Background: an optimization exercise with open tools, aiming at small area. Do not read the settings as production practice.
Only simulation tests tie the RTL to the original design; equivalence was not proved.
Power is estimated from default activity; no workload was simulated.

==> constraint.sdc <==
create_clock -name core_clock -period 10.0 [get_ports {clk}]
set_input_delay 2.0000 -clock core_clock [delete_from_list [all_inputs] [get_ports {clk}]]
set_output_delay 2.0000 -clock core_clock [all_outputs]
set_load 0.01 [all_outputs]
==> config.mk <==
export PLATFORM = sky130hd
export DESIGN_NAME = comp_cic
export DESIGN_NICKNAME = comp_cic
export VERILOG_FILES = /design/flow/design.v
export SDC_FILE = /design/flow/constraint.sdc
export NUM_CORES = 4
export LEC_CHECK = 0
export CAP_MARGIN = 20
export CORE_MARGIN = 2
export CORE_UTILIZATION = 40
export SLEW_MARGIN = 20
export SYNTH_MEMORY_MAX_BITS = 4096
==> standard.sh <==
#!/bin/bash
# synth_recipe.tcl (not shown) runs the flow's synth.tcl, then flattens the netlist and writes it again
# the make line also repeats each setting of config.mk as NAME=value (left out here)
make -C /OpenROAD-flow-scripts/flow DESIGN_CONFIG=/design/flow/config.mk WORK_HOME=/design/flow/orfs CLKGATE_MAP_FILE= SYNTH_SCRIPT=/design/flow/synth_recipe.tcl "${@:-finish}"
==> flow/invpol.py <==
#!/usr/bin/env python3
"""Inverter clean-up on a flat sky130hd netlist written by Yosys.

A full adder is self-dual: FA(~a, ~b, ~c) = ~FA(a, b, c) on both outputs.
Synthesis leaves inverters between full adders.  This script chooses, for
every full adder, whether to use it as is or in its dual form (inverted
inputs and outputs), so that as few logic values as possible are needed in
both polarities, and then rebuilds the inverters: one inv_1 per value that is
needed in the polarity its driver does not give.  A half or full adder with
an unused output is then replaced by the gate for its used output (xor2,
and2 or maj3).  Registers, ports and all other cells are left as they are.

usage: invpol.py NETLIST.v   (rewrites the file in place; prints a summary)
"""
import re
import sys
import random

OUT_PINS = {'X', 'Y', 'Q', 'Q_N', 'SUM', 'COUT', 'HI', 'LO'}
INV = re.compile(r'sky130_fd_sc_hd__inv_\d+$')
FA = re.compile(r'sky130_fd_sc_hd__fa_\d+$')

path = sys.argv[1]
text = open(path).read()
m = re.search(r'^module .*?;\n', text, re.S | re.M)
head_end = m.end()
end = text.rindex('endmodule')
body = text[head_end:end]

cell_re = re.compile(r'^  (sky130_fd_sc_hd__\w+) (\S+|\\\S+ ) \(\n(.*?)\n  \);\n', re.S | re.M)
pin_re = re.compile(r'\.(\w+)\((.*?)\)(?:,|$)', re.M)

cells = []
decl_lines = []
pos = 0
for cm in cell_re.finditer(body):
    decl_lines.append(body[pos:cm.start()])
    pos = cm.end()
    ctype, name, pins_txt = cm.group(1), cm.group(2), cm.group(3)
    pins = [(p, n.strip() if not n.strip().startswith('\\') else n.lstrip()) for p, n in pin_re.findall(pins_txt)]
    # keep escaped names exactly (they end with a space)
    pins = []
    for line in pins_txt.split('\n'):
        pm = re.match(r'\s*\.(\w+)\((.*)\),?$', line)
        assert pm, line
        pins.append([pm.group(1), pm.group(2)])
    cells.append({'type': ctype, 'name': name, 'pins': pins})
rest = body[pos:]
assert rest.strip() == '', rest[:200]
decls = ''.join(decl_lines)

ports_out = set()
ports_in = set()
for dm in re.finditer(r'^\s*(input|output)\s*(\[(\d+):(\d+)\])?\s*(\S+);', text[:head_end] + decls, re.M):
    kind, rng, hi, lo, nm = dm.groups()
    names = [nm] if not rng else ['%s[%d]' % (nm, i) for i in range(int(lo), int(hi) + 1)]
    (ports_out if kind == 'output' else ports_in).update(names)

def is_port(n):
    return n in ports_out or n in ports_in

# drivers
driver = {}
for c in cells:
    for p, n in c['pins']:
        if p in OUT_PINS:
            driver[n] = (c, p)

# inverters we may remove: inv cells with plain internal nets on both sides
def removable(c):
    if not INV.match(c['type']):
        return False
    d = dict(c['pins'])
    return not is_port(d['A']) and not is_port(d['Y'])

rem = [c for c in cells if removable(c)]
rem_ids = set(id(c) for c in rem)

root_cache = {}
def root(n):
    """(root net, parity) of net n through removable inverters."""
    if n in root_cache:
        return root_cache[n]
    d = driver.get(n)
    if d and id(d[0]) in rem_ids:
        r, par = root(dict(d[0]['pins'])['A'])
        res = (r, par ^ 1)
    else:
        res = (n, 0)
    root_cache[n] = res
    return res

fas = [c for c in cells if FA.match(c['type'])]
fa_idx = {id(c): i for i, c in enumerate(fas)}
# demands: list of (root, parity, fa index or -1)
demands = []
for c in cells:
    if id(c) in rem_ids:
        continue
    for k, (p, n) in enumerate(c['pins']):
        if p in OUT_PINS:
            continue
        if n.startswith("1'") or n not in driver and not is_port(n):
            continue
        r, par = root(n)
        demands.append((r, par, fa_idx.get(id(c), -1), c, k))
for n in ports_out:
    if n in driver and id(driver[n][0]) in rem_ids:
        raise SystemExit('output port driven by a removable inverter')

# root provider: FA output roots depend on the FA's flip
prov_fa = {}
for i, c in enumerate(fas):
    for p, n in c['pins']:
        if p in OUT_PINS:
            prov_fa[n] = i

by_root = {}
for d in demands:
    by_root.setdefault(d[0], []).append(d)
fa_roots = {i: set() for i in range(len(fas))}
for r, ds in by_root.items():
    if r in prov_fa:
        fa_roots[prov_fa[r]].add(r)
    for d in ds:
        if d[2] >= 0:
            fa_roots[d[2]].add(r)

def root_cost(r, flip):
    pi = flip[prov_fa[r]] if r in prov_fa else 0
    need = set(d[1] ^ (flip[d[2]] if d[2] >= 0 else 0) for d in by_root[r])
    return 1 if (pi ^ 1) in need else 0

def total(flip):
    return sum(root_cost(r, flip) for r in by_root)

best_flip = [0] * len(fas)
best = total(best_flip)
start_cost = best
rng = random.Random(1)
for trial in range(40):
    flip = [0] * len(fas) if trial == 0 else [rng.randint(0, 1) for _ in fas]
    cur = total(flip)
    improved = True
    while improved:
        improved = False
        order = list(range(len(fas)))
        rng.shuffle(order)
        for i in order:
            rs = fa_roots[i]
            before = sum(root_cost(r, flip) for r in rs)
            flip[i] ^= 1
            after = sum(root_cost(r, flip) for r in rs)
            if after < before:
                cur += after - before
                improved = True
            else:
                flip[i] ^= 1
    if cur < best:
        best, best_flip = cur, flip[:]
flip = best_flip

# rebuild: remove removable inverters, add one inverter per root needing it
new_cells = [c for c in cells if id(c) not in rem_ids]
inv_net = {}
new_wires = []
added = []
for r, ds in sorted(by_root.items()):
    pi = flip[prov_fa[r]] if r in prov_fa else 0
    for d in ds:
        want = d[1] ^ (flip[d[2]] if d[2] >= 0 else 0)
        c, k = d[3], d[4]
        if want == pi:
            c['pins'][k][1] = r
        else:
            if r not in inv_net:
                nn = '_invpol_%d_' % len(inv_net)
                inv_net[r] = nn
                new_wires.append('  wire %s;\n' % nn)
                added.append({'type': 'sky130_fd_sc_hd__inv_1', 'name': '_invpol_cell_%d_' % len(added),
                              'pins': [['A', r], ['Y', nn]]})
            c['pins'][k][1] = inv_net[r]
new_cells += added

# cells with an unused output: half adder -> xor2 or and2, full adder -> maj3
loads = {}
for c in new_cells:
    for p, n in c['pins']:
        if p not in OUT_PINS:
            loads[n] = loads.get(n, 0) + 1
def unused(n):
    return loads.get(n, 0) == 0 and not is_port(n)
swapped = 0
for c in new_cells:
    d = dict(c['pins'])
    if re.match(r'sky130_fd_sc_hd__ha_\d+$', c['type']):
        if unused(d['COUT']) and not unused(d['SUM']):
            c['type'] = 'sky130_fd_sc_hd__xor2_1'
            c['pins'] = [['A', d['A']], ['B', d['B']], ['X', d['SUM']]]
            swapped += 1
        elif unused(d['SUM']) and not unused(d['COUT']):
            c['type'] = 'sky130_fd_sc_hd__and2_1'
            c['pins'] = [['A', d['A']], ['B', d['B']], ['X', d['COUT']]]
            swapped += 1
    elif FA.match(c['type']):
        if unused(d['SUM']) and not unused(d['COUT']):
            c['type'] = 'sky130_fd_sc_hd__maj3_1'
            c['pins'] = [['A', d['A']], ['B', d['B']], ['C', d['CIN']], ['X', d['COUT']]]
            swapped += 1

out = [text[:head_end], decls]
out += new_wires
for c in new_cells:
    out.append('  %s %s (\n%s\n  );\n' % (c['type'], c['name'],
               ',\n'.join('    .%s(%s)' % (p, n) for p, n in c['pins'])))
out.append(text[end:])
open(path, 'w').write(''.join(out))
print('full adders: %d, flipped: %d' % (len(fas), sum(flip)))
print('adders with an unused output replaced by a smaller cell: %d' % swapped)
print('inverters removed: %d, added: %d (values needing an inverter: %d before the search, %d after)'
      % (len(rem), len(added), start_cost, best))
==> design.v <==
module comp_cic_mac (
  input  [8:0] t,
  input  [18:0] rin,
  output [18:0] rn
);
  wire s1;
  wire c2;
  assign s1 = rin[1] ^ t[0] ^ t[2];
  assign c2 = (rin[1] & t[0]) | (rin[1] & t[2]) | (t[0] & t[2]);
  wire s3;
  wire c4;
  assign s3 = ~t[3] ^ t[4] ^ t[7];
  assign c4 = (~t[3] & t[4]) | (~t[3] & t[7]) | (t[4] & t[7]);
  wire s5;
  wire c6;
  assign s5 = rin[2] ^ t[5] ^ t[8];
  assign c6 = (rin[2] & t[5]) | (rin[2] & t[8]) | (t[5] & t[8]);
  wire s7;
  wire c8;
  assign s7 = rin[3] ^ t[1] ^ ~t[3];
  assign c8 = (rin[3] & t[1]) | (rin[3] & ~t[3]) | (t[1] & ~t[3]);
  wire s9;
  wire c10;
  assign s9 = ~t[4] ^ ~t[6] ^ t[7];
  assign c10 = (~t[4] & ~t[6]) | (~t[4] & t[7]) | (~t[6] & t[7]);
  wire s11;
  wire c12;
  assign s11 = rin[4] ^ t[2] ^ t[5];
  assign c12 = (rin[4] & t[2]) | (rin[4] & t[5]) | (t[2] & t[5]);
  wire s13;
  wire c14;
  assign s13 = rin[5] ^ ~t[0] ^ ~t[2];
  assign c14 = (rin[5] & ~t[0]) | (rin[5] & ~t[2]) | (~t[0] & ~t[2]);
  wire s15;
  wire c16;
  assign s15 = rin[6] ^ t[7] ^ ~t[8];
  assign c16 = (rin[6] & t[7]) | (rin[6] & ~t[8]) | (t[7] & ~t[8]);
  wire s17;
  wire c18;
  assign s17 = rin[7] ^ t[1] ^ ~t[3];
  assign c18 = (rin[7] & t[1]) | (rin[7] & ~t[3]) | (t[1] & ~t[3]);
  wire s19;
  wire c20;
  assign s19 = rin[8] ^ ~t[2] ^ ~t[5];
  assign c20 = (rin[8] & ~t[2]) | (rin[8] & ~t[5]) | (~t[2] & ~t[5]);
  wire s21;
  wire c22;
  assign s21 = rin[9] ^ t[0] ^ ~t[1];
  assign c22 = (rin[9] & t[0]) | (rin[9] & ~t[1]) | (t[0] & ~t[1]);
  wire s23;
  wire c24;
  assign s23 = rin[10] ^ t[0] ^ ~t[3];
  assign c24 = (rin[10] & t[0]) | (rin[10] & ~t[3]) | (t[0] & ~t[3]);
  wire s25;
  wire c26;
  assign s25 = rin[11] ^ t[1] ^ ~t[2];
  assign c26 = (rin[11] & t[1]) | (rin[11] & ~t[2]) | (t[1] & ~t[2]);
  wire s27;
  wire c28;
  assign s27 = ~t[4] ^ t[6] ^ t[8];
  assign c28 = (~t[4] & t[6]) | (~t[4] & t[8]) | (t[6] & t[8]);
  wire s29;
  wire c30;
  assign s29 = rin[12] ^ t[3] ^ t[7];
  assign c30 = (rin[12] & t[3]) | (rin[12] & t[7]) | (t[3] & t[7]);
  wire s31;
  wire c32;
  assign s31 = rin[13] ^ t[6] ^ 1'b1;
  assign c32 = (rin[13] & t[6]) | (rin[13] & 1'b1) | (t[6] & 1'b1);
  wire s33;
  wire c34;
  assign s33 = rin[15] ^ ~t[7] ^ 1'b1;
  assign c34 = (rin[15] & ~t[7]) | (rin[15] & 1'b1) | (~t[7] & 1'b1);
  wire s35;
  wire c36;
  assign s35 = rin[16] ^ ~t[8] ^ 1'b1;
  assign c36 = (rin[16] & ~t[8]) | (rin[16] & 1'b1) | (~t[8] & 1'b1);
  wire s37;
  wire c38;
  assign s37 = c2 ^ c4 ^ s5;
  assign c38 = (c2 & c4) | (c2 & s5) | (c4 & s5);
  wire s39;
  wire c40;
  assign s39 = c6 ^ s7 ^ s9;
  assign c40 = (c6 & s7) | (c6 & s9) | (s7 & s9);
  wire s41;
  wire c42;
  assign s41 = c8 ^ c10 ^ s11;
  assign c42 = (c8 & c10) | (c8 & s11) | (c10 & s11);
  wire s43;
  wire c44;
  assign s43 = c12 ^ s13 ^ t[3];
  assign c44 = (c12 & s13) | (c12 & t[3]) | (s13 & t[3]);
  wire s45;
  wire c46;
  assign s45 = c16 ^ s17 ^ ~t[4];
  assign c46 = (c16 & s17) | (c16 & ~t[4]) | (s17 & ~t[4]);
  wire s47;
  wire c48;
  assign s47 = c18 ^ s19 ^ t[6];
  assign c48 = (c18 & s19) | (c18 & t[6]) | (s19 & t[6]);
  wire s49;
  wire c50;
  assign s49 = c20 ^ s21 ^ ~t[4];
  assign c50 = (c20 & s21) | (c20 & ~t[4]) | (s21 & ~t[4]);
  wire s51;
  wire c52;
  assign s51 = c24 ^ s25 ^ s27;
  assign c52 = (c24 & s25) | (c24 & s27) | (s25 & s27);
  wire s53;
  wire c54;
  assign s53 = c26 ^ c28 ^ s29;
  assign c54 = (c26 & c28) | (c26 & s29) | (c28 & s29);
  wire s55;
  wire c56;
  assign s55 = c32 ^ rin[14] ^ ~t[7];
  assign c56 = (c32 & rin[14]) | (c32 & ~t[7]) | (rin[14] & ~t[7]);
  wire s57;
  wire c58;
  assign s57 = c40 ^ s41 ^ t[7];
  assign c58 = (c40 & s41) | (c40 & t[7]) | (s41 & t[7]);
  wire s59;
  wire c60;
  assign s59 = c44 ^ c14 ^ s15;
  assign c60 = (c44 & c14) | (c44 & s15) | (c14 & s15);
  wire s61;
  wire c62;
  assign s61 = c50 ^ c22 ^ s23;
  assign c62 = (c50 & c22) | (c50 & s23) | (c22 & s23);
  wire s63;
  wire c64;
  assign s63 = c52 ^ s53 ^ t[8];
  assign c64 = (c52 & s53) | (c52 & t[8]) | (s53 & t[8]);
  wire s65;
  wire c66;
  assign s65 = c54 ^ c30 ^ s31;
  assign c66 = (c54 & c30) | (c54 & s31) | (c30 & s31);
  wire s67;
  wire c68;
  assign s67 = c58 ^ c42 ^ s43;
  assign c68 = (c58 & c42) | (c58 & s43) | (c42 & s43);
  wire s69;
  wire c70;
  assign s69 = s1 ^ s3;
  assign c70 = s1 & s3;
  wire s71;
  wire c72;
  assign s71 = s37 ^ c70;
  assign c72 = s37 & c70;
  wire s73;
  wire c74;
  assign s73 = c38 ^ s39 ^ c72;
  assign c74 = (c38 & s39) | (c38 & c72) | (s39 & c72);
  wire s75;
  wire c76;
  assign s75 = s57 ^ ~t[8] ^ c74;
  assign c76 = (s57 & ~t[8]) | (s57 & c74) | (~t[8] & c74);
  wire s77;
  wire c78;
  assign s77 = s67 ^ c76;
  assign c78 = s67 & c76;
  wire s79;
  wire c80;
  assign s79 = c68 ^ s59 ^ c78;
  assign c80 = (c68 & s59) | (c68 & c78) | (s59 & c78);
  wire s81;
  wire c82;
  assign s81 = c60 ^ s45 ^ c80;
  assign c82 = (c60 & s45) | (c60 & c80) | (s45 & c80);
  wire s83;
  wire c84;
  assign s83 = c46 ^ s47 ^ c82;
  assign c84 = (c46 & s47) | (c46 & c82) | (s47 & c82);
  wire s85;
  wire c86;
  assign s85 = c48 ^ s49 ^ c84;
  assign c86 = (c48 & s49) | (c48 & c84) | (s49 & c84);
  wire s87;
  wire c88;
  assign s87 = s61 ^ c86;
  assign c88 = s61 & c86;
  wire s89;
  wire c90;
  assign s89 = c62 ^ s51 ^ c88;
  assign c90 = (c62 & s51) | (c62 & c88) | (s51 & c88);
  wire s91;
  wire c92;
  assign s91 = s63 ^ c90;
  assign c92 = s63 & c90;
  wire s93;
  wire c94;
  assign s93 = c64 ^ s65 ^ c92;
  assign c94 = (c64 & s65) | (c64 & c92) | (s65 & c92);
  wire s95;
  wire c96;
  assign s95 = c66 ^ s55 ^ c94;
  assign c96 = (c66 & s55) | (c66 & c94) | (s55 & c94);
  wire s97;
  wire c98;
  assign s97 = c56 ^ s33 ^ c96;
  assign c98 = (c56 & s33) | (c56 & c96) | (s33 & c96);
  wire s99;
  wire c100;
  assign s99 = c34 ^ s35 ^ c98;
  assign c100 = (c34 & s35) | (c34 & c98) | (s35 & c98);
  wire s101;
  wire c102;
  assign s101 = c36 ^ rin[17] ^ c100;
  assign c102 = (c36 & rin[17]) | (c36 & c100) | (rin[17] & c100);
  wire s103;
  wire c104;
  assign s103 = rin[18] ^ ~t[8] ^ c102;
  assign c104 = (rin[18] & ~t[8]) | (rin[18] & c102) | (~t[8] & c102);
  wire s105;
  wire c106;
  assign s105 = rin[18] ^ ~t[8] ^ c104;
  assign c106 = (rin[18] & ~t[8]) | (rin[18] & c104) | (~t[8] & c104);
  assign rn[0] = s69;
  assign rn[1] = s71;
  assign rn[2] = s73;
  assign rn[3] = s75;
  assign rn[4] = s77;
  assign rn[5] = s79;
  assign rn[6] = s81;
  assign rn[7] = s83;
  assign rn[8] = s85;
  assign rn[9] = s87;
  assign rn[10] = s89;
  assign rn[11] = s91;
  assign rn[12] = s93;
  assign rn[13] = s95;
  assign rn[14] = s97;
  assign rn[15] = s99;
  assign rn[16] = s101;
  assign rn[17] = s103;
  assign rn[18] = s105;
endmodule
module comp_cic
#(  parameter Win=16,
    parameter Wcoef = 18,
    parameter Wout = 18,
    parameter Num_coef=17)
(input  signed [Win-1:0] id_data_filter,
 input ic_val_data,
 input ic_rst,
 input  clk,
 output signed [Wout-1:0] od_data_filter,
 output oc_val_data);
logic [1:0] ph;           
logic [1:0] qc;           
logic run, tail, pend, vld;
logic fresh;              
logic [15:0] xin;         
logic [255:0] ring;       
logic [8:0] cr;           
logic [18:0] acc;
wire start = (ic_val_data | pend) & (ph == 2'd3);
wire j15   = (qc == 2'd3) & (ph == 2'd3);
wire l15   = run & j15;
wire first = run & (qc == 2'd0) & (ph == 2'd0);
wire inbit = xin[{qc, ph}];
wire rd = run & ~fresh;
wire zb = run & fresh & j15;    
logic [16:0] tap;
always_comb begin
    tap[0] = inbit & run;
    for (int w = 1; w <= 16; w++)
        tap[w] = (ring[(w-1)*16] & rd) | zb;
end
logic [8:0] t, crn;
always_comb begin
    for (int k = 0; k <= 8; k++) begin
        logic a, b, c;
        a = tap[k];
        b = (k < 8) ? tap[16-k] : 1'b0;
        c = cr[k];
        t[k] = a ^ b ^ c;
        crn[k] = (a & b) | (a & c) | (b & c);
    end
end
logic [18:0] rin, rn;
assign rin = first ? 19'd490410 : acc;
comp_cic_mac tree (.t(t), .rin(rin), .rn(rn));
always_ff @(posedge clk) begin
    cr  <= crn;
    acc <= rn;
    if (ic_val_data) xin <= {~id_data_filter[15], id_data_filter[14:0]};
    for (int w = 1; w <= 16; w++)
        for (int q = 0; q < 4; q++) begin
            ring[(w-1)*16 + q*4 +: 3] <= ring[(w-1)*16 + q*4 + 1 +: 3];
            if (!run)
                ring[(w-1)*16 + q*4 + 3] <= ring[(w-1)*16 + q*4];
            else if (q < 3)
                ring[(w-1)*16 + q*4 + 3] <= ring[(w-1)*16 + q*4 + 4];
            else
                ring[(w-1)*16 + q*4 + 3] <= (w == 1) ? inbit : tap[w-1];
        end
end
always_ff @(posedge clk) begin
    if (ic_rst) begin
        ph <= 2'd0; qc <= 2'd0;
        run <= 1'b0; tail <= 1'b0; pend <= 1'b0; vld <= 1'b0;
        fresh <= 1'b1;
    end else begin
        ph   <= ph + 2'd1;
        tail <= l15;
        vld  <= tail;
        if (start) begin
            run <= 1'b1; pend <= 1'b0;
        end else if (ic_val_data)
            pend <= 1'b1;
        if (run && ph == 2'd3) begin
            qc <= qc + 2'd1;
            if (qc == 2'd3) begin
                run <= 1'b0;
                fresh <= 1'b0;
            end
        end
    end
end
assign od_data_filter = acc[17:0];
assign oc_val_data = vld;
endmodule
==> flow/run.sh <==
#!/bin/bash
# The standard layout (standard.sh) with these changes:
# - after the standard synthesis, flow/invpol.py rewrites the netlist to
#   remove inverters between full adders (it only re-polarises full adders
#   and rebuilds inverters; registers are untouched);
# - the clock tree is built from clkbuf_8 cells in clusters of up to 16 sinks,
#   without dummy loads;
# - the port buffers are buf_1 cells.
set -euo pipefail
export CTS_ARGS="-sink_clustering_enable -repair_clock_nets -dont_use_dummy_load -buf_list sky130_fd_sc_hd__clkbuf_8 -sink_clustering_size 20 -sink_clustering_max_diameter 40"
export BUFFER_PORTS_ARGS="-buffer_cell sky130_fd_sc_hd__buf_1"
bash standard.sh synth > standard_synth.log 2>&1
NET=orfs/results/$FLOW_PLATFORM/comp_cic/base/1_2_yosys.v
cp "$NET" 1_2_yosys.before_invpol.v
python3 flow/invpol.py "$NET" > invpol.log 2>&1
rm -f orfs/results/$FLOW_PLATFORM/comp_cic/base/1_synth.odb orfs/results/$FLOW_PLATFORM/comp_cic/base/1_synth.sdc
bash standard.sh > standard_flow.log 2>&1
==> impl_metrics.csv, run 1 <==
group,metric,value,unit
global_route,gr-usage-all-layers,11.7,%
finish,utilization,43.7,%
floorplan,die_x,155,um
run,drv_cap,0,
logic_synthesis,syn_area,0.00908,mm2
pwr,power.density,241,mW/mm2
cts,cts.sinks,309,
placement,gp_congestion,0.829,
worst_hold_path,min_path_type,"reg -> reg",
pwr,p_comb_share,16.5,%
global_route,grt_pass1_vias,4338,
detailed_routing,drt-initial-drc-count,132,
pwr,leakagePower,0.00421,uW
global_route,gr-total-overflow,0,
worst_setup_path,r2r-end,"acc[17]",
logic_synthesis,avgSynthCellArea,15.4,um2
global_route,grt_antenna_before_repair,0,
logic_synthesis,synth_fp_nets,668,
cts,post_cts_resized,0,
sta,maxSlewViolCount,0,
sta,slew_headroom,40.1,%
worst_setup_path,crit_arrival,9.96,ns
placement,io_buffers,37,
cts,cts-root-buf,"clkbuf_8",
cts,worstSkewPairLatency,0.60,ns
logic_synthesis,syn-instance-count,591,
sta,post-route-min-period,9.50,ns
sta,grt_setup_unrepaired,"false",
worst_setup_path,crit_fanout,18,
pwr,internal_power,1760,uW
sta,fmax,0.105,GHz
worst_setup_path,r2r_start,"run",
cts,clock_path_buffers,3,
finish,drive_gt1_share,12.7,%
floorplan,start_util,40.5,%
global_route,grt_pass1_wl,22400,um
sta,setup_viol,0,
pwr,p_seq_share,56.7,%
cts,cts_tree,"yes",
sta,tns,0,ns
finish,n_fill_cell,2001,
placement,placedCellCount,883,
worst_setup_path,crit_path_end,"acc[17]",
detailed_routing,avgViaCountPerCell,4.40,
detailed_routing,dr.pass1.iters,4,
worst_setup_path,path_class,"reg -> reg",
worst_setup_path,rrSetupSlack,0.50,ns
finish,fin_nets,708,
pwr,p_sw_share,25.5,%
cts,htreeDepth,1,
floorplan,row_count,55,
pwr,ir_worst_vdd,100,uV
global_route,grt_max_degree,43,
finish,n_antenna_cell,0,
logic_synthesis,yosysWarnings,1,
sta,finalHoldViolations,0,
pwr,clockPowerShare,26.8,%
pwr,p_switching,603,uW
worst_setup_path,rr_worst_depth,23,
cts,cts_made_buffers,31,
finish,fin_cells,914,
worst_setup_path,start_kind,"flip-flop",
detailed_routing,vias,4019,
detailed_routing,finalWirelength,13400,um
cts,postCtsSetupRepairBufs,0,
detailed_routing,wl_per_cell,14.6,um
placement,hpwl,9250,um
floorplan,die_h,155,um
finish,syn_to_final_growth,8.06,%
cts,hold_buffers,0,
sta,tightestPinTransition,0.899,ns
status,status,"complete, no violations",
worst_setup_path,setup.worst_path.start,"run",
detailed_routing,drc,0,
cts,clk_pin_slew,0.08,ns
worst_setup_path,endpoint_kind,"flip-flop",
sta,finClkSkew,0.105,ns
sta,period_share,95.0,%
worst_setup_path,required,10.46,ns
floorplan,core,0.0224,mm2
detailed_routing,postRouteAntennaNets,0,
floorplan,dieArea,0.0239,mm2
floorplan,ios,38,
==> critical path, stage by stage (launching register included) <==
cell     delay (ns)
dfxtp_2        0.54
inv_1          0.38
nor2_2         0.64
a21o_1         0.26
fa_1           0.55
inv_1          0.25
fa_1           0.45
fa_1           0.43
fa_1           0.49
fa_1           0.40
ha_1           0.20
fa_1           0.38
fa_1           0.39
fa_1           0.40
fa_1           0.38
ha_1           0.20
fa_1           0.36
ha_1           0.20
fa_1           0.38
fa_1           0.40
fa_1           0.40
fa_1           0.40
fa_1           0.41
fa_1           0.43
==> final cells by class <==
| cell class | instances | area [um2] | area share (%) |
|---|---|---|---|
| flip-flops and latches | 309 | 6350 | 64.7 |
| multi-input cells | 217 | 2400 | 24.4 |
| clock buffers | 31 | 427 | 4.35 |
| well taps | 285 | 357 | 3.63 |
| repair buffers | 40 | 161 | 1.65 |
| inverters | 32 | 120 | 1.22 |
==> state kept, by name (all words and copies together) (netlist names) <==
signal,cells
acc,19
fresh,1
cr,9
tail,1
xin,16
pend,1
run,1
vld,1
ph,2
qc,2
ring,256
==> cells in the final DEF, fill, tap and decap left out, types with 4 or more instances in the layout <==
master and n:
inv_1 32, mux2_1 12, nor2_1 15, xor2_1 4
fa_1 46, edfxtp_1 16, mux2_2 37, xnor2_1 7
nand2_1 10, a21o_1 32, clkbuf_8 31, nand2b_1 6
buf_1 37, a21oi_1 4, ha_1 12, dfxtp_1 292
==> power by group through the flow <==
stage | clock network [uW] | logic [uW] | registers, uW
floorplan | 0 | 325 | 1350
global placement | 0 | 391 | 1360
detailed placement | 0 | 398 | 1370
CTS | 664 | 399 | 1340
global route | 712 | 456 | 1350
finish | 633 | 389 | 1340
==> how the worst min path moves through the flow <==
stage | start | to | depth (start not counted)
detailed placement | ring[1] | ring[0] | 0
global route | ring[37] | ring[36] | 0
CTS | ring[37] | ring[36] | 0
global placement | ring[41] | ring[40] | 0
floorplan | ring[1] | ring[0] | 0
finish | ring[37] | ring[36] | 0
==> metal layers <==
metal | track usage [%] | vias up | part of all wire, %
li1 | - | 1954 | -
met1 | 15.6 | 1968 | 48
met2 | 18.7 | 68 | 45
met3 | 2.55 | 29 | 4.5
met4 | 4.81 | 0 | 2.9
met5 | 0 | - | 0
==> through the flow <==
step / worst slack (ns) / total power, uW / hold WS (ns) / area [um2]
CTS: 0.412 / 2400 / 0.231 / 9810
finish: 0.501 / 2360 / 0.229 / 9810
detailed placement: 0.449 / 1770 / 0.312 / 9380
global route: 0.0471 / 2510 / 0.235 / 9810
floorplan: 1.32 / 1680 / 0.310 / 9080
global placement: 0.682 / 1760 / 0.310 / 9380
==> inputs of run 2 (changes only) <==
--- a/flow/run.sh
+++ b/flow/run.sh
@@ -7,7 +7,7 @@
 #   without dummy loads;
 # - the port buffers are buf_1 cells.
 set -euo pipefail
-export CTS_ARGS="-sink_clustering_enable -repair_clock_nets -dont_use_dummy_load -buf_list sky130_fd_sc_hd__clkbuf_8 -sink_clustering_size 20 -sink_clustering_max_diameter 40"
+export CTS_ARGS="-sink_clustering_enable -repair_clock_nets -dont_use_dummy_load -buf_list sky130_fd_sc_hd__clkbuf_8 -sink_clustering_size 20 -sink_clustering_max_diameter 50"
 export BUFFER_PORTS_ARGS="-buffer_cell sky130_fd_sc_hd__buf_1"
 bash standard.sh synth > standard_synth.log 2>&1
 NET=orfs/results/$FLOW_PLATFORM/comp_cic/base/1_2_yosys.v
==> impl_metrics.csv, run 2 <==
group,metric,value,unit
status,status,"complete, no violations",
pwr,leakagePower,0.00418,uW
worst_setup_path,endpoint_kind,"flip-flop",
detailed_routing,postRouteAntennaNets,0,
detailed_routing,finalWirelength,13200,um
finish,top_register,"ring",
worst_setup_path,required,10.41,ns
global_route,grt_pass1_wl,22100,um
pwr,ir_worst_vdd,115,uV
finish,fin_nets,703,
sta,grt_setup_unrepaired,"false",
worst_setup_path,start_kind,"flip-flop",
logic_synthesis,synth_fp_nets,668,
worst_setup_path,rr_worst_depth,24,
finish,n_antenna_cell,0,
finish,reg_top3,"ring: 256 flops, acc: 19 flops, xin: 16 flops",
pwr,p_total,2300,uW
run,drv_cap,0,
cts,post_cts_resized,0,
floorplan,start_util,40.5,%
worst_hold_path,min_path_type,"reg -> reg",
detailed_routing,avgViaCountPerCell,4.39,
logic_synthesis,avgSynthCellArea,15.4,um2
global_route,grt_use_met2,18.8,%
worst_hold_path,holdPathStages,0,
sta,slew_headroom,40.8,%
cts,postCtsSetupRepairBufs,0,
cts,clock_path_buffers,3,
placement,hpwl,9250,um
global_route,grt_util_met3,2.52,%
placement,io_buffers,37,
sta,finalHoldViolations,0,
global_route,gr-total-overflow,0,
cts,cts.sinks,309,
worst_setup_path,critPathMostFrequentCell,"fa_1",
sta,finClkSkew,0.0648,ns
floorplan,die_x,155,um
detailed_routing,wl_per_cell,14.6,um
placement,gp_congestion,0.829,
logic_synthesis,syn_area,0.00908,mm2
floorplan,row_count,55,
cts,worstSkewPairLatency,0.57,ns
sta,post-route-min-period,9.48,ns
global_route,gr-usage-all-layers,11.6,%
cts,cts_made_buffers,26,
global_route,use_met1,15.4,%
finish,n_fill_cell,2013,
cts,clk_pin_slew,0.10,ns
global_route,grt_max_degree,43,
worst_setup_path,crit_arrival,9.89,ns
global_route,grt_antenna_before_repair,0,
cts,hold_buffers,0,
worst_setup_path,crit_path_cell_trace,"and2_1 > nand3_1 > nor2_2 > a21o_1 > fa_1 > inv_1 > fa_1 > fa_1 > fa_1 > fa_1 > ha_1 > fa_1 > fa_1 > fa_1 > fa_1 > ha_1 > fa_1 > ha_1 > fa_1 > fa_1 > fa_1 > fa_1 > fa_1 > fa_1",
global_route,top_usage_layer,"met2",
finish,mostFrequentLayoutCells,"292 x dfxtp_1, 46 x fa_1, 37 x mux2_2, 37 x buf_1",
worst_setup_path,crit_slowest_cell,"nor2_2",
sta,setup_viol,0,
cts,cts-root-buf,"clkbuf_8",
worst_setup_path,path_class,"reg -> reg",
worst_setup_path,slowest_delay,0.61,ns
finish,largest_reg_flops,256,
cts,cts_tree,"yes",
global_route,grt_pass1_vias,4286,
floorplan,dieArea,0.0239,mm2
detailed_routing,dr.pass1.iters,4,
floorplan,core,0.0224,mm2
sta,tns,0,ns
worst_setup_path,critPathTopFamily,"adder cells",
worst_setup_path,crit_buf_inv,1,
detailed_routing,drc,0,
pwr,power.density,236,mW/mm2
detailed_routing,vias,3989,
sta,period_share,94.8,%
detailed_routing,drt-initial-drc-count,178,
finish,syn_to_final_growth,7.30,%
floorplan,ios,38,
logic_synthesis,syn-instance-count,591,
sta,maxSlewViolCount,0,
floorplan,die_h,155,um
sta,fmax,0.105,GHz
finish,mostFrequentLayoutCell,"dfxtp_1",
logic_synthesis,yosysWarnings,1,
worst_setup_path,crit_fanout,16,
finish,drive_gt1_share,12.0,%
worst_setup_path,worst-path-stages,24,
sta,tightestPinTransition,0.888,ns
cts,htreeDepth,1,
-- run 2: final cells by class --
cell class / count / area, um2 / area share, %
Clock buffer: 26 / 358 / 3.67
Inverter: 32 / 120 / 1.23
Multi-Input combinational cell: 217 / 2400 / 24.6
Sequential cell: 309 / 6350 / 65.2
Tap cell: 285 / 357 / 3.66
Timing Repair Buffer: 40 / 161 / 1.66
-- run 2: worst paths after layout --
| kind | startpoint | to | slack (ns) |
|---|---|---|---|
| max reg2reg | ph[1] | acc[17] | 0.52 |
| max | ph[1] | acc[17] | 0.52 |
| min reg2reg | ring[141] | ring[140] | 0.28 |
| min | ring[141] | ring[140] | 0.28 |
-- run 2: per-layer routing --
| metal | wire [um] | vias to the layer above |
|---|---|---|
| li1 | - | 1943 |
| met1 | 6260 | 1939 |
| met2 | 5950 | 78 |
| met3 | 625 | 29 |
| met4 | 391 | 0 |
| met5 | 0 | - |
-- run 2: report_power, final --
part,internal [uW],switching (uW)
registers,1310,29.4
logic,175,213
clock network,231,346
-- run 2: worst register-to-register path, stage by stage (launching register included) --
cell     delay, ns
dfxtp_1       0.56
and2_1        0.28
nand3_1       0.17
nor2_2        0.61
a21o_1        0.21
fa_1          0.55
inv_1         0.25
fa_1          0.45
fa_1          0.43
fa_1          0.49
fa_1          0.40
ha_1          0.20
fa_1          0.38
fa_1          0.39
fa_1          0.40
fa_1          0.38
ha_1          0.20
fa_1          0.36
ha_1          0.20
fa_1          0.38
fa_1          0.41
fa_1          0.40
fa_1          0.40
fa_1          0.41
fa_1          0.43
-- run 2: metrics by stage --
step	hold slack [ns]	instances	cell area, um2	utilization (%)	setup WS, ns
floorplan	0.310	591	9080	-	1.32
global placement	0.310	883	9380	41.8	0.682
detailed placement	0.312	883	9380	41.8	0.449
CTS	0.280	909	9740	43.4	0.436
global route	0.274	909	9740	43.4	0.0652
finish	0.278	909	9740	43.4	0.520
==> inputs of run 3 (changes only) <==
--- a/flow/run.sh
+++ b/flow/run.sh
@@ -7,7 +7,7 @@
 #   without dummy loads;
 # - the port buffers are buf_1 cells.
 set -euo pipefail
-export CTS_ARGS="-sink_clustering_enable -repair_clock_nets -dont_use_dummy_load -buf_list sky130_fd_sc_hd__clkbuf_8 -sink_clustering_size 20 -sink_clustering_max_diameter 50"
+export CTS_ARGS="-sink_clustering_enable -repair_clock_nets -dont_use_dummy_load -buf_list sky130_fd_sc_hd__clkbuf_8 -sink_clustering_size 16 -sink_clustering_max_diameter 60"
 export BUFFER_PORTS_ARGS="-buffer_cell sky130_fd_sc_hd__buf_1"
 bash standard.sh synth > standard_synth.log 2>&1
 NET=orfs/results/$FLOW_PLATFORM/comp_cic/base/1_2_yosys.v
==> impl_metrics.csv, run 3 <==
group,metric,value,unit
status,status,"complete, no violations",
floorplan,die_h,155,um
logic_synthesis,yosysWarnings,1,
worst_setup_path,crit_arrival,9.91,ns
worst_setup_path,endpoint_kind,"flip-flop",
detailed_routing,drc,0,
detailed_routing,met2_length,6060,um
finish,drive_gt1_share,11.9,%
detailed_routing,avgViaCountPerCell,4.39,
pwr,ir_worst_vdd,93.4,uV
detailed_routing,wl_per_cell,14.9,um
worst_setup_path,crit_fanout,18,
worst_setup_path,path_class,"reg -> reg",
logic_synthesis,syn_area,0.00908,mm2
finish,syn_to_final_growth,7.15,%
sta,tightestPinTransition,0.908,ns
floorplan,row_count,55,
finish,mostFrequentLayoutCells,"292 x dfxtp_1, 46 x fa_1, 37 x mux2_2, 37 x buf_1",
worst_setup_path,crit_buf_inv,2,
cts,postCtsSetupRepairBufs,0,
worst_setup_path,critPathTopFamily,"adder cells",
global_route,gr-total-overflow,0,
worst_setup_path,slowest_delay,0.64,ns
cts,post_cts_resized,0,
cts,cts_made_buffers,25,
floorplan,die_x,155,um
worst_setup_path,r2r_start,"run",
placement,gp_congestion,0.829,
sta,tns,0,ns
worst_hold_path,min_from,"ring[35]",
logic_synthesis,syn-instance-count,591,
detailed_routing,top_layer_used,"met4",
logic_synthesis,synth_fp_nets,668,
placement,io_buffers,37,
cts,cts-root-buf,"clkbuf_8",
worst_setup_path,start_kind,"flip-flop",
floorplan,core,0.0224,mm2
cts,hold_buffers,0,
detailed_routing,drt-initial-drc-count,165,
sta,fmax,0.106,GHz
run,drv_cap,0,
sta,finalHoldViolations,0,
detailed_routing,met1_length,6420,um
sta,finClkSkew,0.0558,ns
sta,setup_viol,0,
cts,worstSkewPairLatency,0.56,ns
detailed_routing,vias,3984,
sta,period_share,94.7,%
global_route,grt_antenna_before_repair,0,
global_route,grt_pass1_wl,22400,um
worst_hold_path,min_path_type,"reg -> reg",
floorplan,start_util,40.5,%
cts,clk_pin_slew,0.09,ns
detailed_routing,finalWirelength,13500,um
finish,fin_nets,702,
detailed_routing,route.met3.wl,626,um
cts,clock_path_buffers,3,
finish,top_register,"ring",
finish,utilization,43.4,%
detailed_routing,dr.pass1.iters,4,
global_route,grt_pass1_vias,4296,
cts,htreeDepth,1,
worst_setup_path,setup.worst_path.start,"run",
cts,cts.sinks,309,
finish,n_antenna_cell,0,
floorplan,dieArea,0.0239,mm2
sta,finalHoldWorstSlack,0.284,ns
global_route,grt_max_degree,43,
worst_setup_path,required,10.45,ns
finish,largest_reg_flops,256,
detailed_routing,postRouteAntennaNets,0,
floorplan,ios,38,
sta,post-route-min-period,9.47,ns
pwr,p_total,2300,uW
finish,n_fill_cell,2009,
pwr,power.density,237,mW/mm2
worst_setup_path,crit_path_cell_trace,"inv_1 > nor2_2 > a21o_1 > fa_1 > inv_1 > fa_1 > fa_1 > fa_1 > fa_1 > ha_1 > fa_1 > fa_1 > fa_1 > fa_1 > ha_1 > fa_1 > ha_1 > fa_1 > fa_1 > fa_1 > fa_1 > fa_1 > fa_1",
worst_setup_path,crit_slowest_cell,"nor2_2",
logic_synthesis,avgSynthCellArea,15.4,um2
pwr,leakagePower,0.00417,uW
cts,cts_tree,"yes",
sta,maxSlewViolCount,0,
placement,hpwl,9250,um
sta,slew_headroom,39.5,%
finish,reg_top3,"ring: 256 flops, acc: 19 flops, xin: 16 flops",
sta,grt_setup_unrepaired,"false",
finish,mostFrequentLayoutCell,"dfxtp_1",
worst_setup_path,critPathMostFrequentCell,"fa_1",
global_route,gr-usage-all-layers,11.7,%
[run 3: stage by stage]
stage	setup WS, ns	cells	cell area, um2
finish	0.533	908	9730
global route	0.0843	908	9730
CTS	0.452	908	9730
detailed placement	0.449	883	9380
global placement	0.682	883	9380
floorplan	1.32	591	9080
[run 3: path summary, 6_finish.rpt]
check	slack (ns)	endpoint	cells past startpoint
setup / recovery	0.53	acc[17]	23
hold / removal	0.28	ring[34]	0
setup reg to reg	0.53	acc[17]	23
hold reg to reg	0.28	ring[34]	0
[run 3: cell type report]
cell class / count / area, um2 / area share (%)
sequential: 309 / 6350 / 65.2
timing repair buffer: 40 / 161 / 1.66
clock buffer: 25 / 344 / 3.54
inverter: 32 / 120 / 1.23
multi-input combinational: 217 / 2400 / 24.7
tap: 285 / 357 / 3.67
[run 3: report_power, final]
group / internal [uW] / total, uW / switching (uW)
registers: 1310 / 1340 / 29.7
clock network: 223 / 579 / 355
logic: 175 / 387 / 212
total: 1710 / 2300 / 597
[run 3: routing by layer]
metal	up-vias	global-route usage, %
met3	30	2.72
met1	1933	15.7
met4	0	3.88
met2	75	19.0
li1	1946	-
met5	-	0
[run 3: worst register-to-register path, cell delays in order (launching register included)]
cell	delay (ns)
dfxtp_2	0.55
inv_1	0.39
nor2_2	0.65
a21o_1	0.27
fa_1	0.55
inv_1	0.25
fa_1	0.46
fa_1	0.43
fa_1	0.49
fa_1	0.40
ha_1	0.20
fa_1	0.38
fa_1	0.39
fa_1	0.40
fa_1	0.38
ha_1	0.21
fa_1	0.36
ha_1	0.20
fa_1	0.38
fa_1	0.40
fa_1	0.40
fa_1	0.40
fa_1	0.41
fa_1	0.43
==> inputs of run 4 (changes only) <==
--- a/design.v
+++ b/design.v
@@ -252,7 +252,7 @@
 logic fresh;              
 logic [15:0] xin;         
 logic [255:0] ring;       
-logic [8:0] cr;           
+logic [7:0] cr;           
 logic [18:0] acc;
 wire start = (ic_val_data | pend) & (ph == 2'd3);
 wire j15   = (qc == 2'd3) & (ph == 2'd3);
@@ -267,17 +267,18 @@
     for (int w = 1; w <= 16; w++)
         tap[w] = (ring[(w-1)*16] & rd) | zb;
 end
-logic [8:0] t, crn;
+logic [7:0] tp, crn;
 always_comb begin
-    for (int k = 0; k <= 8; k++) begin
+    for (int k = 0; k < 8; k++) begin
         logic a, b, c;
         a = tap[k];
-        b = (k < 8) ? tap[16-k] : 1'b0;
+        b = tap[16-k];
         c = cr[k];
-        t[k] = a ^ b ^ c;
+        tp[k] = a ^ b ^ c;
         crn[k] = (a & b) | (a & c) | (b & c);
     end
 end
+wire [8:0] t = {tap[8], tp};
 logic [18:0] rin, rn;
 assign rin = first ? 19'd490410 : acc;
 comp_cic_mac tree (.t(t), .rin(rin), .rn(rn));
==> impl_metrics.csv, run 4 <==
group,metric,value,unit
status,status,"complete, no violations",
finish,top_register,"ring",
worst_setup_path,start_kind,"flip-flop",
worst_setup_path,r2r_start,"ph[1]",
floorplan,ios,38,
finish,reg_top3,"ring: 256 flops, acc: 19 flops, xin: 16 flops",
cts,hold_buffers,0,
sta,post-route-min-period,9.32,ns
placement,io_buffers,37,
worst_setup_path,crit_arrival,9.72,ns
worst_hold_path,min_from,"ring[86]",
worst_setup_path,crit_path_cell_trace,"and2_1 > and4_1 > buf_4 > a21o_1 > fa_1 > fa_1 > fa_1 > fa_1 > fa_1 > ha_1 > fa_1 > fa_1 > fa_1 > fa_1 > ha_1 > fa_1 > ha_1 > fa_1 > fa_1 > fa_1 > fa_1 > fa_1 > fa_1",
global_route,grt_pass1_vias,4167,
cts,cts_made_buffers,24,
detailed_routing,postRouteAntennaNets,0,
finish,syn_to_final_growth,7.00,%
placement,hpwl,9000,um
worst_setup_path,crit_slowest_cell,"fa_1",
logic_synthesis,syn_area,0.00901,mm2
finish,largest_reg_flops,256,
sta,tns,0,ns
logic_synthesis,syn-instance-count,587,
finish,mostFrequentLayoutCell,"dfxtp_1",
cts,clock_path_buffers,3,
worst_setup_path,setup.worst_path.start,"ph[1]",
floorplan,die_x,154,um
sta,finClkSkew,0.0357,ns
finish,regArea,0.00633,mm2
detailed_routing,vias,3889,
run,drv_cap,0,
sta,grt_setup_unrepaired,"false",
pwr,power.density,236,mW/mm2
sta,finalHoldViolations,0,
worst_setup_path,crit_path_end,"acc[17]",
cts,htreeDepth,1,
pwr,ir_worst_vdd,105,uV
detailed_routing,wl_per_cell,14.5,um
finish,fin_nets,696,
cts,cts-root-buf,"clkbuf_8",
worst_setup_path,worst-path-stages,23,
floorplan,row_count,54,
cts,cts.sinks,308,
finish,n_fill_cell,1914,
detailed_routing,drt-initial-drc-count,110,
global_route,grt_max_degree,59,
worst_setup_path,crit_buf_inv,1,
sta,setup_viol,0,
sta,maxSlewViolCount,0,
global_route,grt_pass1_wl,21700,um
global_route,gr-usage-all-layers,11.4,%
detailed_routing,finalWirelength,13000,um
detailed_routing,drc,0,
floorplan,die_h,154,um
cts,post_cts_resized,0,
worst_setup_path,slowest_delay,0.61,ns
worst_setup_path,r2r-end,"acc[17]",
sta,finalHoldWorstSlack,0.318,ns
cts,clk_pin_slew,0.09,ns
finish,drive_gt1_share,6.80,%
worst_hold_path,min_path_type,"reg -> reg",
pwr,p_total,2280,uW
cts,worstSkewPairLatency,0.53,ns
detailed_routing,dr.pass1.iters,4,
worst_setup_path,crit_fanout,9,
worst_setup_path,rrSetupSlack,0.68,ns
logic_synthesis,yosysWarnings,1,
worst_setup_path,critPathMostFrequentCell,"fa_1",
worst_setup_path,path_class,"reg -> reg",
sta,slew_headroom,43.8,%
global_route,gr-total-overflow,0,
floorplan,start_util,41.1,%
global_route,grt_antenna_before_repair,0,
finish,multiInputGateArea,0.00236,mm2
sta,fin_ws,0.681,ns
finish,n_antenna_cell,0,
cts,postCtsSetupRepairBufs,0,
sta,fmax,0.107,GHz
placement,dp_slack,0.668,ns
sta,tightestPinTransition,0.843,ns
placement,gp_congestion,0.803,
detailed_routing,avgViaCountPerCell,4.33,
worst_setup_path,endpoint_kind,"flip-flop",
pwr,leakagePower,0.00417,uW
sta,period_share,93.2,%
logic_synthesis,avgSynthCellArea,15.4,um2
floorplan,core,0.0220,mm2
worst_setup_path,critPathTopFamily,"adder cells",
logic_synthesis,synth_fp_nets,663,
floorplan,dieArea,0.0238,mm2
cts,cts_tree,"yes",
worst_setup_path,required,10.40,ns
worst_setup_path,rr_worst_depth,23,
finish,mostFrequentLayoutCells,"291 x dfxtp_1, 46 x fa_1, 38 x mux2_1, 37 x buf_1, 31 x a21o_1",
## run 4: layout make-up
type,count,area share [%]
Inverter,30,1.17
Tap cell,280,3.63
Clock buffer,24,3.42
Multi-Input combinational cell,215,24.4
Sequential cell,308,65.6
Timing Repair Buffer,41,1.75
## run 4: routing by layer
layer	vias up	global-route usage, %	share of wire, %
met5	-	0	0
met4	0	2.94	1.6
met3	21	2.62	5.3
met2	67	17.2	42
met1	1889	16.6	51
li1	1912	-	-
## run 4: worst min-delay path by stage
stage          slack [ns]  cells after the start        end
2_1_floorplan        0.31                      0    ring[0]
3_3_place_gp         0.31                      0  ring[141]
3_5_place_dp         0.31                      0   ring[80]
4_1_cts              0.32                      0   ring[85]
5_1_grt              0.31                      0   ring[85]
6_report             0.32                      0   ring[85]
## run 4: report_power, final
group	internal [uW]	total [uW]	switching (uW)	leakage [uW]
registers	1300	1320	25.3	0.00252
logic	178	400	222	0.00148
clock network	215	557	342	0.000173
total	1690	2280	590	0.00417
## run 4: metrics by stage
| stage | cells | area [um2] | utilization (%) |
|---|---|---|---|
| final | 898 | 9650 | 43.9 |
| after global routing | 898 | 9650 | 43.9 |
| after CTS | 898 | 9650 | 43.9 |
| after detailed placement | 874 | 9320 | 42.4 |
| after global placement | 874 | 9320 | 42.4 |
| after floorplan | 587 | 9010 | - |
==> inputs of run 5 (changes only) <==
--- a/flow/run.sh
+++ b/flow/run.sh
@@ -7,7 +7,7 @@
 #   without dummy loads;
 # - the port buffers are buf_1 cells.
 set -euo pipefail
-export CTS_ARGS="-sink_clustering_enable -repair_clock_nets -dont_use_dummy_load -buf_list sky130_fd_sc_hd__clkbuf_8 -sink_clustering_size 16 -sink_clustering_max_diameter 60"
+export CTS_ARGS="-sink_clustering_enable -repair_clock_nets -dont_use_dummy_load -buf_list sky130_fd_sc_hd__clkbuf_8 -sink_clustering_size 16 -sink_clustering_max_diameter 70"
 export BUFFER_PORTS_ARGS="-buffer_cell sky130_fd_sc_hd__buf_1"
 bash standard.sh synth > standard_synth.log 2>&1
 NET=orfs/results/$FLOW_PLATFORM/comp_cic/base/1_2_yosys.v
==> impl_metrics.csv, run 5 <==
group,metric,value,unit
status,status,"complete, no violations",
floorplan,dieArea,0.0238,mm2
cts,postCtsSetupRepairBufs,0,
worst_setup_path,setup.worst_path.start,"ph[1]",
detailed_routing,drt-initial-drc-count,90,
worst_setup_path,endpoint_kind,"flip-flop",
worst_setup_path,required,10.44,ns
detailed_routing,met1_length,6660,um
cts,cts_made_buffers,23,
global_route,grt_antenna_before_repair,0,
cts,post_cts_resized,0,
worst_hold_path,min_path_type,"reg -> reg",
floorplan,ios,38,
detailed_routing,top_layer_used,"met4",
placement,placedCellCount,874,
finish,regArea,0.00633,mm2
sta,finClkSkew,0.0457,ns
finish,fin_nets,695,
floorplan,die_h,154,um
worst_setup_path,critPathTopFamily,"adder cells",
global_route,grt_pass1_vias,4105,
detailed_routing,route.met3.wl,690,um
cts,clock_path_buffers,3,
pwr,ir_worst_vdd,99.8,uV
floorplan,start_util,41.1,%
cts,htreeDepth,1,
sta,post-route-min-period,9.28,ns
pwr,power.density,236,mW/mm2
sta,period_share,92.8,%
detailed_routing,postRouteAntennaNets,0,
logic_synthesis,syn_area,0.00901,mm2
finish,mostFrequentLayoutCell,"dfxtp_1",
detailed_routing,wl_per_cell,14.6,um
worst_setup_path,crit_buf_inv,1,
finish,drive_gt1_share,6.65,%
cts,clk_pin_slew,0.11,ns
detailed_routing,avgViaCountPerCell,4.31,
global_route,gr-usage-all-layers,11.4,%
finish,n_fill_cell,1911,
floorplan,core,0.0220,mm2
detailed_routing,finalWirelength,13100,um
finish,fin_cells,897,
finish,multiInputGateArea,0.00236,mm2
detailed_routing,met2_length,5510,um
finish,syn_to_final_growth,6.84,%
cts,cts-root-buf,"clkbuf_8",
placement,hpwl,9000,um
sta,finalHoldViolations,0,
global_route,gr-total-overflow,0,
detailed_routing,drc,0,
worst_setup_path,crit_fanout,9,
worst_setup_path,path_class,"reg -> reg",
detailed_routing,vias,3870,
finish,top_register,"ring",
run,drv_cap,0,
sta,grt_setup_unrepaired,"false",
worst_setup_path,slowest_delay,0.61,ns
worst_setup_path,crit_slowest_cell,"fa_1",
cts,worstSkewPairLatency,0.54,ns
global_route,grt_max_degree,59,
finish,largest_reg_flops,256,
detailed_routing,dr.pass1.iters,4,
floorplan,row_count,54,
worst_setup_path,crit_arrival,9.72,ns
sta,fmax,0.108,GHz
sta,setup_viol,0,
sta,tns,0,ns
logic_synthesis,yosysWarnings,1,
sta,finalHoldWorstSlack,0.271,ns
finish,n_antenna_cell,0,
sta,maxSlewViolCount,0,
placement,gp_congestion,0.803,
global_route,grt_pass1_wl,21600,um
cts,cts_tree,"yes",
sta,tightestPinTransition,0.850,ns
logic_synthesis,syn-instance-count,587,
placement,io_buffers,37,
logic_synthesis,synth_fp_nets,663,
worst_hold_path,min_from,"ring[229]",
cts,hold_buffers,0,
sta,slew_headroom,43.3,%
floorplan,die_x,154,um
cts,cts.sinks,308,
logic_synthesis,avgSynthCellArea,15.4,um2
worst_setup_path,crit_path_cell_trace,"and2_1 > and4_1 > buf_4 > a21o_1 > fa_1 > fa_1 > fa_1 > fa_1 > fa_1 > ha_1 > fa_1 > fa_1 > fa_1 > fa_1 > ha_1 > fa_1 > ha_1 > fa_1 > fa_1 > fa_1 > fa_1 > fa_1 > fa_1",
worst_setup_path,r2r_start,"ph[1]",
finish,reg_top3,"ring: 256 flops, acc: 19 flops, xin: 16 flops",
finish,mostFrequentLayoutCells,"291 x dfxtp_1, 46 x fa_1, 38 x mux2_1, 37 x buf_1, 31 x a21o_1",
worst_setup_path,critPathMostFrequentCell,"fa_1",
pwr,leakagePower,0.00417,uW
worst_setup_path,start_kind,"flip-flop",
-- run 5: routing by layer --
| metal | vias to the layer above | global-route usage (%) |
|---|---|---|
| met5 | - | 0 |
| met4 | 0 | 3.47 |
| met3 | 23 | 2.48 |
| met2 | 75 | 17.0 |
| met1 | 1860 | 16.6 |
| li1 | 1912 | - |
-- run 5: worst paths after layout --
| path | end | slack [ns] | cells past startpoint |
|---|---|---|---|
| max | acc[17] | 0.72 | 23 |
| max reg2reg | acc[17] | 0.72 | 23 |
| min reg2reg | ring[228] | 0.27 | 0 |
| min | ring[228] | 0.27 | 0 |
-- run 5: worst reg2reg max path, delay by kind of cell (launching register included) --
kind | cells | cell delay, ns
DFF | 1 | 0.55
buffers and inverters | 1 | 0.26
and+or+nand+nor | 2 | 0.74
AOI/OAI and AO/OA | 1 | 0.15
adders and majority gates | 19 | 7.49
-- run 5: area by class of cell --
class | instances | share of cell area (%)
flip-flops and latches | 308 | 65.7
multi-input cells | 215 | 24.5
clock buffers | 23 | 3.29
well taps | 280 | 3.64
inverters | 30 | 1.17
repair buffers | 41 | 1.75
-- run 5: through the flow --
step | power, uW | util (%) | instance area (um2) | setup WS (ns)
floorplan | 1660 | - | 9010 | 1.26
global placement | 1760 | 42.4 | 9320 | 0.832
detailed placement | 1750 | 42.4 | 9320 | 0.668
CTS | 2310 | 43.9 | 9630 | 0.682
global route | 2410 | 43.9 | 9630 | 0.324
finish | 2270 | 43.9 | 9630 | 0.719
-- run 5: power breakdown --
part | switching [uW] | leakage (uW) | internal (uW)
sequential | 25.3 | 0.00252 | 1300
clock | 345 | 0.000165 | 207
combinational | 221 | 0.00148 | 177
total | 591 | 0.00417 | 1680
==> inputs of run 6 (changes only) <==
--- a/flow/run.sh
+++ b/flow/run.sh
@@ -7,7 +7,7 @@
 #   without dummy loads;
 # - the port buffers are buf_1 cells.
 set -euo pipefail
-export CTS_ARGS="-sink_clustering_enable -repair_clock_nets -dont_use_dummy_load -buf_list sky130_fd_sc_hd__clkbuf_8 -sink_clustering_size 16 -sink_clustering_max_diameter 70"
+export CTS_ARGS="-sink_clustering_enable -repair_clock_nets -dont_use_dummy_load -buf_list sky130_fd_sc_hd__clkbuf_16 -sink_clustering_size 30 -sink_clustering_max_diameter 50"
 export BUFFER_PORTS_ARGS="-buffer_cell sky130_fd_sc_hd__buf_1"
 bash standard.sh synth > standard_synth.log 2>&1
 NET=orfs/results/$FLOW_PLATFORM/comp_cic/base/1_2_yosys.v
==> impl_metrics.csv, run 6 <==
group,metric,value,unit
status,status,"complete, no violations",
detailed_routing,postRouteAntennaNets,0,
pwr,p_comb_share,15.8,%
detailed_routing,wl_per_cell,14.6,um
placement,gp_congestion,0.803,
worst_setup_path,r2r-end,"acc[17]",
worst_setup_path,crit_path_end,"acc[17]",
global_route,gr-usage-all-layers,11.4,%
finish,n_antenna_cell,0,
finish,drive_gt1_share,6.95,%
floorplan,dieArea,0.0238,mm2
finish,reg_top3,"ring: 256 flops, acc: 19 flops, xin: 16 flops",
sta,tightestPinTransition,0.864,ns
pwr,p_switching,622,uW
pwr,p_sw_share,24.5,%
worst_setup_path,crit_fanout,9,
cts,postCtsSetupRepairBufs,0,
sta,grt_setup_unrepaired,"false",
floorplan,row_count,54,
floorplan,die_h,154,um
run,drv_cap,0,
worst_setup_path,rrSetupSlack,0.69,ns
floorplan,die_x,154,um
sta,post-route-min-period,9.31,ns
floorplan,ios,38,
global_route,grt_pass1_vias,4177,
global_route,grt_antenna_before_repair,0,
placement,io_buffers,37,
sta,finClkSkew,0.0404,ns
floorplan,start_util,41.1,%
global_route,grt_pass1_wl,21700,um
floorplan,core,0.0220,mm2
worst_setup_path,rr_worst_depth,23,
sta,slew_headroom,42.4,%
finish,multiInputGateArea,0.00236,mm2
finish,top_register,"ring",
logic_synthesis,syn_area,0.00901,mm2
detailed_routing,drt-initial-drc-count,107,
sta,tns,0,ns
cts,cts.sinks,308,
worst_setup_path,start_kind,"flip-flop",
sta,fmax,0.107,GHz
detailed_routing,drc,0,
sta,finalHoldViolations,0,
logic_synthesis,syn-instance-count,587,
logic_synthesis,yosysWarnings,1,
logic_synthesis,avgSynthCellArea,15.4,um2
worst_setup_path,r2r_start,"ph[1]",
logic_synthesis,synth_fp_nets,663,
cts,htreeDepth,1,
pwr,clockPowerShare,32.0,%
finish,regArea,0.00633,mm2
cts,clock_path_buffers,3,
worst_setup_path,setup.worst_path.start,"ph[1]",
pwr,p_seq_share,52.2,%
pwr,ir_worst_vdd,125,uV
detailed_routing,avgViaCountPerCell,4.31,
cts,worstSkewPairLatency,0.52,ns
cts,cts_made_buffers,25,
detailed_routing,vias,3879,
finish,syn_to_final_growth,10.3,%
sta,setup_viol,0,
finish,fin_nets,697,
worst_setup_path,crit_arrival,9.67,ns
cts,clk_pin_slew,0.08,ns
global_route,gr-total-overflow,0,
placement,dpl_cell_area,0.00932,mm2
detailed_routing,finalWirelength,13100,um
cts,hold_buffers,0,
cts,cts-root-buf,"clkbuf_16",
finish,final_cell_area,0.00994,mm2
sta,period_share,93.1,%
cts,post_cts_resized,0,
placement,hpwl,9000,um
detailed_routing,dr.pass1.iters,4,
pwr,internal_power,1910,uW
worst_hold_path,min_path_type,"reg -> reg",
worst_hold_path,holdPathStages,0,
finish,mostFrequentLayoutCell,"dfxtp_1",
cts,cts_tree,"yes",
worst_setup_path,endpoint_kind,"flip-flop",
sta,maxSlewViolCount,0,
finish,largest_reg_flops,256,
finish,mostFrequentLayoutCells,"291 x dfxtp_1, 46 x fa_1, 38 x mux2_1, 37 x buf_1, 31 x a21o_1",
pwr,power.density,255,mW/mm2
sta,finalHoldWorstSlack,0.307,ns
worst_setup_path,required,10.36,ns
finish,n_fill_cell,1887,
worst_setup_path,path_class,"reg -> reg",
pwr,leakagePower,0.00431,uW
global_route,grt_max_degree,59,
==> run 6: critical path: stages, from the launching register on <==
cell and delay, ns:
dfxtp_1 0.53, and2_1 0.31, and4_1 0.44, buf_4 0.25, a21o_1 0.15, fa_1 0.56, fa_1 0.61, fa_1 0.44
fa_1 0.41, fa_1 0.49, ha_1 0.22, fa_1 0.38, fa_1 0.38, fa_1 0.39, fa_1 0.39, ha_1 0.20
fa_1 0.37, ha_1 0.23, fa_1 0.39, fa_1 0.39, fa_1 0.41, fa_1 0.39, fa_1 0.40, fa_1 0.44
==> run 6: metrics by stage <==
step / cells / worst slack, ns / power [uW] / util, %
3_3_place_gp: 874 / 0.832 / 1760 / 42.4
5_1_grt: 899 / 0.293 / 2680 / 45.3
6_report: 899 / 0.687 / 2540 / 45.3
3_5_place_dp: 874 / 0.668 / 1750 / 42.4
2_1_floorplan: 587 / 1.26 / 1660 / -
4_1_cts: 899 / 0.631 / 2580 / 45.3
==> run 6: layout make-up <==
cell class                      instances  share of cell area (%)
Timing Repair Buffer                   41                    1.70
Multi-Input combinational cell        215                    23.7
Clock buffer                           25                    6.29
Inverter                               30                    1.13
Tap cell                              280                    3.52
Sequential cell                       308                    63.7
==> run 6: power groups by stage <==
stage | clock, uW | sequential, uW | combinational, uW
global route | 887 | 1330 | 460
detailed placement | 0 | 1350 | 402
finish | 812 | 1320 | 401
floorplan | 0 | 1340 | 319
CTS | 844 | 1320 | 409
global placement | 0 | 1350 | 406
==> run 6: worst min-delay path by stage <==
stage	to	start
final	ring[156]	ring[157]
after global routing	ring[156]	ring[157]
after CTS	ring[228]	ring[229]
after detailed placement	ring[80]	ring[81]
after global placement	ring[141]	ring[142]
after floorplan	ring[0]	ring[1]
==> run 6: layer usage <==
| layer | track usage [%] | wire, um | share of wire, % |
|---|---|---|---|
| met2 | 17.3 | 5580 | 43 |
| met1 | 16.5 | 6650 | 51 |
| met4 | 3.34 | 217 | 1.7 |
| met3 | 2.56 | 653 | 5.0 |
| met5 | 0 | 0 | 0 |
==> inputs of run 7 (changes only) <==
--- a/flow/run.sh
+++ b/flow/run.sh
@@ -7,7 +7,7 @@
 #   without dummy loads;
 # - the port buffers are buf_1 cells.
 set -euo pipefail
-export CTS_ARGS="-sink_clustering_enable -repair_clock_nets -dont_use_dummy_load -buf_list sky130_fd_sc_hd__clkbuf_16 -sink_clustering_size 30 -sink_clustering_max_diameter 50"
+export CTS_ARGS="-sink_clustering_enable -repair_clock_nets -dont_use_dummy_load -buf_list {sky130_fd_sc_hd__clkbuf_4 sky130_fd_sc_hd__clkbuf_8} -root_buf sky130_fd_sc_hd__clkbuf_8 -sink_clustering_buffer sky130_fd_sc_hd__clkbuf_4 -sink_clustering_size 12 -sink_clustering_max_diameter 50"
 export BUFFER_PORTS_ARGS="-buffer_cell sky130_fd_sc_hd__buf_1"
 bash standard.sh synth > standard_synth.log 2>&1
 NET=orfs/results/$FLOW_PLATFORM/comp_cic/base/1_2_yosys.v
==> impl_metrics.csv, run 7 <==
group,metric,value,unit
detailed_routing,wl_per_cell,14.5,um
detailed_routing,avgViaCountPerCell,4.33,
floorplan,row_count,54,
worst_hold_path,min_path_type,"reg -> reg",
floorplan,start_util,41.1,%
floorplan,die_h,154,um
finish,syn_to_final_growth,6.12,%
worst_setup_path,endpoint_kind,"flip-flop",
cts,worstSkewPairLatency,0.54,ns
logic_synthesis,syn_area,0.00901,mm2
finish,regArea,0.00633,mm2
finish,n_fill_cell,1931,
worst_setup_path,required,10.39,ns
sta,period_share,93.5,%
worst_setup_path,setup.worst_path.start,"ph[1]",
sta,post-route-min-period,9.35,ns
sta,finalHoldViolations,0,
detailed_routing,finalWirelength,13200,um
logic_synthesis,syn-instance-count,587,
cts,cts.sinks,308,
worst_setup_path,path_class,"reg -> reg",
worst_setup_path,rr_worst_depth,23,
finish,top_register,"ring",
status,status,"complete, no violations",
detailed_routing,vias,3916,
cts,htreeDepth,1,
worst_setup_path,crit_arrival,9.75,ns
sta,tns,0,ns
floorplan,core,0.0220,mm2
pwr,ir_worst_vdd,101,uV
global_route,grt_pass1_wl,21800,um
global_route,grt_pass1_vias,4185,
finish,reg_top3,"ring: 256 flops, acc: 19 flops, xin: 16 flops",
worst_setup_path,crit_path_end,"acc[17]",
finish,fin_nets,703,
finish,multiInputGateArea,0.00236,mm2
pwr,leakagePower,0.00415,uW
cts,post_cts_resized,0,
placement,hpwl,9000,um
sta,slew_headroom,43.9,%
finish,mostFrequentLayoutCells,"291 x dfxtp_1, 46 x fa_1, 38 x mux2_1, 37 x buf_1, 31 x a21o_1",
worst_setup_path,r2r-end,"acc[17]",
sta,tightestPinTransition,0.842,ns
cts,clock_path_buffers,3,
floorplan,die_x,154,um
logic_synthesis,synth_fp_nets,663,
cts,cts_tree,"yes",
placement,gp_congestion,0.803,
placement,io_buffers,37,
global_route,grt_antenna_before_repair,0,
worst_setup_path,rrSetupSlack,0.65,ns
detailed_routing,drt-initial-drc-count,79,
cts,cts_made_buffers,31,
global_route,gr-total-overflow,0,
worst_setup_path,r2r_start,"ph[1]",
finish,drive_gt1_share,7.84,%
pwr,power.density,232,mW/mm2
finish,mostFrequentLayoutCell,"dfxtp_1",
finish,n_antenna_cell,0,
pwr,p_total,2220,uW
detailed_routing,postRouteAntennaNets,0,
global_route,gr-usage-all-layers,11.4,%
detailed_routing,dr.pass1.iters,4,
cts,postCtsSetupRepairBufs,0,
sta,grt_setup_unrepaired,"false",
logic_synthesis,avgSynthCellArea,15.4,um2
sta,setup_viol,0,
logic_synthesis,yosysWarnings,1,
global_route,grt_max_degree,59,
sta,maxSlewViolCount,0,
cts,clk_pin_slew,0.12,ns
worst_setup_path,crit_fanout,9,
detailed_routing,drc,0,
run,drv_cap,0,
cts,cts-root-buf,"clkbuf_8",
finish,largest_reg_flops,256,
sta,finClkSkew,0.0505,ns
worst_setup_path,start_kind,"flip-flop",
floorplan,ios,38,
floorplan,dieArea,0.0238,mm2
cts,hold_buffers,0,
sta,fmax,0.107,GHz
[run 7: layer usage]
metal	vias up	wire (um)	GRT usage [%]
met4	0	210	3.34
met1	1879	6690	16.6
met2	78	5500	17.1
li1	1941	-	-
met5	-	0	0
met3	18	751	2.79
[run 7: how the worst min path moves through the flow]
stage,cells after the start,endpoint,from
CTS,0,ring[172],ring[173]
floorplan,0,ring[0],ring[1]
detailed placement,0,ring[80],ring[81]
global route,0,ring[172],ring[173]
finish,0,ring[172],ring[173]
global placement,0,ring[141],ring[142]
[run 7: critical path: stages (launching register included)]
cell	delay (ns)
dfxtp_1	0.56
and2_1	0.31
and4_1	0.44
buf_4	0.25
a21o_1	0.15
fa_1	0.56
fa_1	0.61
fa_1	0.44
fa_1	0.41
fa_1	0.49
ha_1	0.22
fa_1	0.38
fa_1	0.38
fa_1	0.39
fa_1	0.39
ha_1	0.20
fa_1	0.37
ha_1	0.23
fa_1	0.39
fa_1	0.39
fa_1	0.41
fa_1	0.39
fa_1	0.40
fa_1	0.44
[run 7: where the power goes]
group	internal [uW]	switching [uW]	leakage, uW
logic	177	221	0.00148
clock network	158	341	0.000150
registers	1300	25.1	0.00252
total	1630	587	0.00415
[run 7: final cells by class]
| type | instances | area share [%] |
|---|---|---|
| clock buffer | 31 | 2.63 |
| tap | 280 | 3.66 |
| inverter | 30 | 1.18 |
| sequential | 308 | 66.1 |
| timing repair buffer | 41 | 1.77 |
| multi-input combinational | 215 | 24.6 |
[run 7: through the flow]
stage	hold slack (ns)	cell area (um2)	setup WS [ns]	cells	utilization, %
6_report	0.291	9570	0.649	905	43.6
5_1_grt	0.299	9570	0.232	905	43.6
4_1_cts	0.294	9570	0.593	905	43.6
3_5_place_dp	0.312	9320	0.668	874	42.4
3_3_place_gp	0.311	9320	0.832	874	42.4
2_1_floorplan	0.310	9010	1.26	587	-

==> what the ideal ports hide <==
The flow's constraints put no driver on any port. The routed layouts listed below were extracted and timed again, unchanged, in two steps.
Step 1, drivers: a clkbuf_16 drives clk and a buf_2 each remaining input, both assumed.
Step 2, shift: input delay + t, output delay - t, t = (earliest + latest rising clock arrival at the registers) / 2. This alone moves slack from input paths to output paths.
Slacks: no drivers / after step 1 / after step 2; pairs: no drivers / after step 1.
| run | shift t [ns] | slack for setup (ns) |
|---|---|---|
| run 1 | 0.592 | 0.501 / 0.501 / 0.501 |
| run 2 | 0.565 | 0.520 / 0.520 / 0.520 |
| run 3 | 0.569 | 0.533 / 0.533 / 0.533 |
| run 4 | 0.546 | 0.681 / 0.681 / 0.681 |
| run 5 | 0.561 | 0.719 / 0.719 / 0.719 |
| run 6 | 0.538 | 0.687 / 0.687 / 0.687 |
| run 7 | 0.550 | 0.649 / 0.649 / 0.649 |
After both steps every run listed still meets setup and hold.
